What follows belongs to an exercise in optimizing a design on an open flow for small area, a short achievable clock period and few clock cycles; a production flow would make more cautious choices.
Only simulation tests tie the RTL to the original design; equivalence was not proved.
Power figures rest on the tool's default switching activity, not on a simulated workload.

job 1479:
==> flow/design.v (excerpt) <==
module zmc_alu (
	input  [15:0] a_in,
	input  [15:0] b_in,
	input  [7:0]  op_in,
	input         z_flag_in,
	input         s_flag_in,
	input         c_flag_in,
	input         ovr_flag_in,
	input         clk,
	input         a_reset_l,
	output reg [15:0] c_out,
	output reg    z_flag_out,
	output reg    s_flag_out,
	output reg    c_flag_out,
	output reg    ovr_flag_out,
	output        valid_out
);
	wire [15:0] a = a_in;
	wire [15:0] b = b_in;
	wire [3:0]  n = op_in[3:0];
	wire        cont = op_in[5];
	wire        zi = z_flag_in, si = s_flag_in, ci = c_flag_in, vi = ovr_flag_in;
	wire hi00    = (op_in[7:6] == 2'b00) & ~op_in[4];
	wire n_arith = (n == 4'h0) | (n == 4'h1) | (n == 4'h3) | (n == 4'h4) | (n == 4'h8) | (n == 4'hB);
	wire g_arith = hi00 & n_arith;
	wire g_logic = (op_in[7:4] == 4'h4);
	wire g_shift = (op_in[7:4] == 4'h8) & ~(op_in[2] & op_in[1]);
	wire is_mul  = hi00 & (n == 4'h2);
	wire is_div  = (op_in == 8'h0F);
	wire is_md   = is_mul | is_div;
	wire signd   = op_in[5];
	wire        x_a    = (n == 4'h8) | (n == 4'hB);
	wire        x_ones = (n == 4'h4);
	wire        x_d    = (n == 4'hF);
	wire        y_inv  = (n == 4'h3) | (n == 4'hB) | (n == 4'hF);
	wire        cin    = cont ? (ci & (n != 4'h0)) : ((n == 4'h1) | (n == 4'h3) | (n == 4'hB) | (n == 4'hF));
	wire [15:0] dx;
	wire [15:0] x = x_a ? a : x_d ? dx : {16{x_ones}};
	wire [15:0] y = y_inv ? ~b : b;
	wire [15:0] sum, carry;
	wire        c16;
	pfx_add #(16) add_i (.x(x), .y(y), .cin(cin), .s(sum), .c(carry), .cout(c16));
	wire        c15 = carry[15];
	wire        sum_zero = ((x ^ y) == {x[14:0] | y[14:0], cin});
	wire        b_nz   = |b;
	wire        b_lnz  = |b[14:0];
	wire        neg_sub = ~cont & y_inv;       
	wire        negc    = cont & (n == 4'h3);  
	reg ar_c, ar_v;
	always @(*) begin
		if (negc) begin
			ar_c = b_nz | ci;
			ar_v = ~ci & b[15] & ~b_lnz;
		end else if (neg_sub) begin
			ar_c = c16 & b_nz;
			ar_v = (c16 & b_nz) ^ (c15 & b_lnz);
		end else begin
			ar_c = c16;
			ar_v = c16 ^ c15;
		end
	end
	wire mov   = (n == 4'h0);
	wire ar_z  = mov ? zi : (sum_zero & (~cont | zi));
	wire ar_s  = mov ? si : sum[15];
	wire ar_cf = mov ? ci : ar_c;
	wire ar_vf = mov ? vi : ar_v;
	reg [15:0] lg;
	integer i;
	always @(*) begin
		for (i = 0; i < 16; i = i + 1)
  ...
==> flow/config.mk <==
export PLATFORM = sky130hd
export DESIGN_NAME = zmc_alu
export DESIGN_NICKNAME = zmc_alu
export VERILOG_FILES = /design/flow/design.v
export SDC_FILE = /design/flow/constraint.sdc
export NUM_CORES = 4
export LEC_CHECK = 0
export ABC_CLOCK_PERIOD_IN_PS = 8000
export CAP_MARGIN = 20
export CORE_MARGIN = 2
export CORE_UTILIZATION = 40
export SETUP_SLACK_MARGIN = 5
export SLEW_MARGIN = 20
==> flow/constraint.sdc <==
create_clock -name core_clock -period 16.0 [get_ports {clk}]
set_input_delay 3.2000 -clock core_clock [delete_from_list [all_inputs] [get_ports {clk}]]
set_output_delay 3.2000 -clock core_clock [all_outputs]
set_load 0.01 [all_outputs]
standard.sh (not shown) runs the stock make flow with config.mk's settings and CLKGATE_MAP_FILE= SYNTH_SCRIPT=/design/flow/synth_recipe.tcl, a recipe that flattens the netlist after the stock synthesis.
==> flow/flow/run.sh <==
#!/bin/bash
# Layout flow: the standard flow (standard.sh) with two changes: the port
# buffers that global placement inserts on every input and output are
# sky130_fd_sc_hd__buf_2 instead of the cell the resizer picks by default, and
# timing repair aims at 7 ns of setup slack instead of config.mk's 5.
# The output of the whole run goes to standard.log in this folder; ORFS keeps
# each step's log under orfs/logs.
set -e
export BUFFER_PORTS_ARGS="-buffer_cell sky130_fd_sc_hd__buf_2"
sed 's/SETUP_SLACK_MARGIN=[0-9.]*/SETUP_SLACK_MARGIN=7/' standard.sh > standard_margin.sh
bash standard_margin.sh > standard.log 2>&1
No stage failed in job 1479, and the final checks on the layout all came back clean.
Testbench counts of job 1479, summed over its fixed seeds: cycles 5,871.
Input changes introduced in job 3261 (baseline for comparison: job 1479):
==> flow/flow/run.sh <==
#!/bin/bash
# Layout flow: the standard flow (standard.sh) with one change: the port
# buffers that global placement inserts on every input and output are
# sky130_fd_sc_hd__buf_2 instead of the cell the resizer picks by default.
# The output of the whole run goes to standard.log in this folder; ORFS keeps
# each step's log under orfs/logs.
set -e
export BUFFER_PORTS_ARGS="-buffer_cell sky130_fd_sc_hd__buf_2"
bash standard.sh > standard.log 2>&1
[summary]
Job 3261 finished all stages; the layout is clean. Length of routed met3 wiring in job 3261 is 5.7% below job 1479. The power dissipated by switching net loads of job 3261 is higher than that of job 1479. Row number of filler instances in the final layout: job 3261 higher / job 1479 lower. Relative to job 1479, shortest period the worst path allows has increased by 0.39 ns in job 3261. The higher combinational group share of total power of job 1479 and job 3261 is in job 1479. Summary of the comparison: maximum clock rate is lower in job 3261, relative to job 1479. From job 1479 to job 3261 the numbers moved as follows: worst supply voltage drop on vdd went down, endpoint arrival time on the critical path picked up an extra 0.39 ns, routed wire length shows a reduction of 1700 µm, combinational power moved down. Comparing job 1479 and job 3261, the lower post-layout instance area was measured on job 3261.
For job 9310, these inputs were changed with respect to job 3261:
==> flow/flow/run.sh <==
#!/bin/bash
# Layout flow: the standard flow (standard.sh) with two changes: the port
# buffers that global placement inserts on every input and output are
# sky130_fd_sc_hd__buf_2 instead of the cell the resizer picks by default, and
# timing repair aims at 6 ns of setup slack instead of config.mk's 5.
# The output of the whole run goes to standard.log in this folder; ORFS keeps
# each step's log under orfs/logs.
set -e
export BUFFER_PORTS_ARGS="-buffer_cell sky130_fd_sc_hd__buf_2"
sed 's/SETUP_SLACK_MARGIN=[0-9.]*/SETUP_SLACK_MARGIN=6/' standard.sh > standard_margin.sh
bash standard_margin.sh > standard.log 2>&1
### Flow results
- Of the two candidates, job 3261 has the better via count and job 9310 the worse one.
- For job 3261, the top routing layer in use was met5, unlike job 9310, where it was met4.
- Measured against job 3261, the depth of the worst register-to-register path of job 9310 comes out at 1.09 times the reference value.
- Relative to job 3261, detailed-route wire length increased by 1100 µm in job 9310.
- Between job 9310 and job 3261, placement-stage worst setup slack is higher for job 9310, job 3261 comes in under that.
Here is what was changed in the inputs of job 4068 compared with job 9310.
==> flow/run.sh (new file) <==
#!/bin/bash
# synth_recipe.tcl (not shown) runs the flow's synth.tcl, then flattens the netlist and writes it again
# the make line also repeats each setting of config.mk as NAME=value (left out here)
make -C /OpenROAD-flow-scripts/flow DESIGN_CONFIG=/design/flow/config.mk WORK_HOME=/design/flow/orfs CLKGATE_MAP_FILE= SYNTH_SCRIPT=/design/flow/synth_recipe.tcl finish
removed: flow/flow/run.sh
removed: flow/standard.sh
==> summary.txt <==
Against job 9310 as the reference, job 4068 delivers a higher final period utilization. Maximum net fanout on the critical path is lower on job 4068. Job 4068 vs. job 9310: non-clock buffer count saw an increase; final wirelength now sits higher; sequential fraction of total cell area saw little to no change; total number of vias stayed essentially flat; share of the core filled with cells shows an increase of 0.46 points. Taking job 9310 as the reference, in job 4068 arrival time at the worst endpoint picked up an extra 0.30 ns, power after layout up 0.020 mW.

[port drivers added, routing unchanged]
Ports are ideal in the flow. The routed layouts listed here were re-timed in OpenROAD.
Step 1: set_driving_cell puts a clkbuf_16 on clk and a buf_2 on each other input, an assumption about the parent block.
Step 2 moves the port delays by t, midway between the first and last clock arrival at a register: inputs arrive t later, outputs are due t later. That takes back most of the time a late clock gives input paths.
a / b / c = no drivers / after step 1 / after step 2; a / b = the first two.
run	shift t [ns]	setup slack, ns	worst setup path at the end	slew at the worst register clock pin (ns)
job 1479	0.319	5.528 / 5.413 / 5.413	input to output	0.06 / 0.06
job 3261	0.332	5.141 / 5.117 / 5.117	input to output	0.07 / 0.07
job 9310	0.328	5.414 / 5.390 / 5.390	input to output	0.07 / 0.07
job 4068	0.339	5.110 / 5.081 / 5.081	input to output	0.07 / 0.07
After both steps setup and hold are still met in every run listed. The setup slack of job 1479, which loses most, moves by -0.115 ns with the drivers and by -0.115 ns with both steps.
